Source: an optimization exercise on an open RTL-to-GDS flow (aim: small area, a short achievable clock period and few clock cycles). Production flows keep margins and buffers that such runs may drop. Function was checked by simulation only, so behaviour that the tests miss may differ from the original. No activity file was given, so power comes from the tool's default toggle rates.

## day02_core
module day02_core #(
    parameter N_ADDR_BITS = 16
) (
    input  wire                 clk,
    input  wire                 rst,
    input  wire [7:0]           rom_data,
    input  wire                 rom_valid,
    output reg  [N_ADDR_BITS:0] rom_addr,
    output wire [63:0]          part1_result,
    output wire [63:0]          part2_result,
    output reg                  done
);
    reg rst_q;
    reg  [5:0]  rq;         
    reg         vq;         
    reg         hold;       
    reg  [5:0]  skid;
    reg         in_b;       
    reg         eot;        
    reg  [4:0]  dc;         
    reg  [35:0] pdig;       
    reg  [35:0] hist;       
    reg  [9:1]  dec;        
    reg  [9:1]  gt;         
    reg         qa;         
    reg         pm;         
    wire        is_dig = rq[4];
    wire [3:0]  dig    = rq[3:0];
    wire        more   = rq[5];    
    reg         qv;         
    reg  [4:0]  qd;
    reg  [35:0] qp;
    reg  [2:0]  qf;
    reg         qb;
    reg         qpair;      
    reg  [2:0]  qskip;
    reg         busy;
    reg  [4:0]  cd;         
    reg  [35:0] cp;         
    reg  [2:0]  cf;         
    reg         cb;         
    reg         cpair;      
    reg  [2:0]  cskip;      
    reg  [1:0]  t;          
    reg         ph;         
    reg  [3:0]  i;          
    reg  [3:0]  jr;         
    reg  [3:0]  pdq;        
    reg         kp1;        
    reg         kp21;       
    reg  [64:0] r;
    reg  [30:0] pb;         
    reg         bprev;      
    reg  [64:0] acc1;       
    reg  [64:0] accx;       
    assign part1_result = acc1[64:1];
    assign part2_result = accx[64:1];
    function [3:0] tlf;
        input [4:0] d;
        input [1:0] tt;
        begin
            if (tt == 2'd0)
                tlf = (d == 5'd4) ? 4'd2 : (d == 5'd6 || d == 5'd9) ? 4'd3 : (d == 5'd8) ? 4'd4 :
                      (d == 5'd10 || d == 5'd15) ? 4'd5 : (d == 5'd12) ? 4'd6 : (d == 5'd14) ? 4'd7 :
                      (d == 5'd16) ? 4'd8 : (d == 5'd18) ? 4'd9 : 4'd1;
            else if (tt == 2'd1)
  ...
For scale: roughly 4300 cells after synthesis, ~160 I/O pins.
==> flow/config.mk <==
export PLATFORM = sky130hd
export DESIGN_NAME = day02_core
export DESIGN_NICKNAME = day02_core
export VERILOG_FILES = /design/flow/design.v
export SDC_FILE = /design/flow/constraint.sdc
export NUM_CORES = 8
export LEC_CHECK = 0
export ABC_AREA = 1
export CAP_MARGIN = 20
export CORE_MARGIN = 2
export CORE_UTILIZATION = 40
export CTS_CLUSTER_DIAMETER = 100
export CTS_CLUSTER_SIZE = 25
export SLEW_MARGIN = 20
==> flow/constraint.sdc <==
create_clock -name core_clock -period 60.0 [get_ports {clk}]
set_input_delay 12.0000 -clock core_clock [delete_from_list [all_inputs] [get_ports {clk}]]
set_output_delay 12.0000 -clock core_clock [all_outputs]
set_load 0.01 [all_outputs]
standard.sh (not shown) runs the stock make flow with config.mk's settings and CLKGATE_MAP_FILE= SYNTH_SCRIPT=/design/flow/synth_recipe.tcl, a recipe that flattens the netlist after the stock synthesis.
==> flow/flow/run.sh <==
#!/bin/bash
# The standard layout (standard.sh), with two changes:
#  - after the standard synthesis, OpenROAD's restructure re-maps the logic
#    between the registers for area (flow/restructure.tcl), with a copy of the
#    platform library that leaves out its don't-use cells (flow/filter_lib.py);
#  - buf_2 cells as the port buffers.
# Each tool's output goes to its own log in this folder.
set -eo pipefail
export BUFFER_PORTS_ARGS="-buffer_cell sky130_fd_sc_hd__buf_2"
bash standard.sh synth > standard_synth.log 2>&1
export RESULTS=$PWD/orfs/results/sky130hd/day02_core/base
export LIB=$FLOW_HOME/platforms/sky130hd/lib/sky130_fd_sc_hd__tt_025C_1v80.lib
export LIB_RS=$PWD/restructure_lib.lib
python3 flow/filter_lib.py "$LIB" "$LIB_RS" '*__lpflow_*' '*__probe*' '*__fill_*' \
    '*__dlygate*' '*__dlymetal*' '*__clkdly*' > filter_lib.log 2>&1
mkdir -p restructure_work
export WORK=$PWD/restructure_work
openroad -no_init -exit flow/restructure.tcl > restructure.log 2>&1
bash standard.sh > standard.log 2>&1
==> flow/flow/filter_lib.py <==
#!/usr/bin/env python3
# Writes a copy of a liberty file without the cells whose names match the given
# glob patterns (the platform's don't-use cells), for restructure/ABC.
import sys, fnmatch
src, dst, pats = sys.argv[1], sys.argv[2], sys.argv[3:]
text = open(src).read()
out = []
pos = 0
while True:
    i = text.find('cell (', pos)
    if i < 0:
        out.append(text[pos:])
        break
    # start of the line holding the cell group
    ls = text.rfind('\n', 0, i) + 1
    name = text[i + 6:text.find(')', i)].strip().strip('"')
    j = text.find('{', i)
    depth, k = 1, j + 1
    while depth:
        c = text[k]
        if c == '{':
            depth += 1
        elif c == '}':
            depth -= 1
        k += 1
    out.append(text[pos:ls])
    if not any(fnmatch.fnmatch(name, p) for p in pats):
        out.append(text[ls:k])
    pos = k
open(dst, 'w').write(''.join(out))
==> flow/flow/restructure.tcl <==
# Area recovery on the synthesized netlist: OpenROAD's restructure re-maps the
# combinational logic between registers with ABC (the registers are untouched).
# ABC maps to $::env(LIB_RS), the platform library less its don't-use cells.
set results $::env(RESULTS)
read_db $results/1_synth.odb
read_liberty $::env(LIB)
read_sdc $results/1_synth.sdc
report_design_area
restructure -liberty_file $::env(LIB_RS) -target area \
    -tielo_port sky130_fd_sc_hd__conb_1/LO -tiehi_port sky130_fd_sc_hd__conb_1/HI \
    -work_dir $::env(WORK)
report_design_area
write_db $results/1_synth.odb
Testbench counts at the start, summed over its fixed seeds: cycles 35,727.
Change:
Settings changed: CTS_BUF_LIST from default to sky130_fd_sc_hd__clkbuf_4 sky130_fd_sc_hd__clkbuf_8, CTS_CLUSTER_DIAMETER 100 to default, CTS_CLUSTER_SIZE 25 to default.
Utilization rose by 1.2 points.
Setup slack is worse by 82 ps.
Cell count rises by about 2%.
Synthesized cell count is unchanged.
Wire length went up by 1.0%.
Change:
Settings changed: CORE_UTILIZATION 40 to 65, CTS_BUF_LIST sky130_fd_sc_hd__clkbuf_4 sky130_fd_sc_hd__clkbuf_8 to default, CTS_CLUSTER_DIAMETER from default to 100, CTS_CLUSTER_SIZE from default to 20, PLACE_DENSITY from default to 0.75.
The new run completed without violations.
Total power came out lower by about 11%.
Worst setup slack improves by 19 ps.
Global-route usage goes up by 14 points.
Non-clock buffer count decreases by 2.
Critical path depth is unchanged.
Sequential power barely changes.
Clock power goes down by about 40%.
Via count is higher by 3.6%.
Design area is lower by 4.5%.
Routed wire length drops by about 7%.
Change:
Settings changed: ABC_AREA 1 to default, CORE_UTILIZATION 65 to 40, CTS_CLUSTER_DIAMETER 100 to default, CTS_CLUSTER_SIZE 20 to default, PLACE_DENSITY 0.75 to default.
Outcome: Hold slack improves by 7.4 ps; total power is higher by roughly a tenth; worst setup slack degrades by 23 ps; via count came out higher by a few percent; clock-buffer cell count came out higher by 31; synthesized area increases slightly; global-route usage is lower by 12 points; wire length went up by about a fifth; final area grows by a few percent.

==> re-timing with driven ports <==
In the flow no input, the clock included, has a driving cell. The finished layouts below were timed again as built, in two steps. Step 1 sets driving cells, clkbuf_16 on the clock port and buf_2 on the other inputs (assumed; they add their load-dependent delay and slew). Step 2 times the ports against the registers' clock, not the clock port: input delays grow and output delays shrink by t, the midpoint of the rising clock arrivals with the driver on. Three values: no drivers, after step 1, after step 2; two values: the first two.
run	t, ns	setup WS [ns]	latest minus earliest clock arrival (ns)
the first run	0.710	46.667 / 46.602 / 47.156	0.031 / 0.032
the second run	0.792	46.585 / 46.525 / 47.122	0.052 / 0.052
the third run	0.697	46.604 / 46.541 / 47.172	0.029 / 0.029
the fourth run	0.747	46.580 / 46.513 / 46.947	0.057 / 0.056
After both steps setup and hold are still met in every run listed.
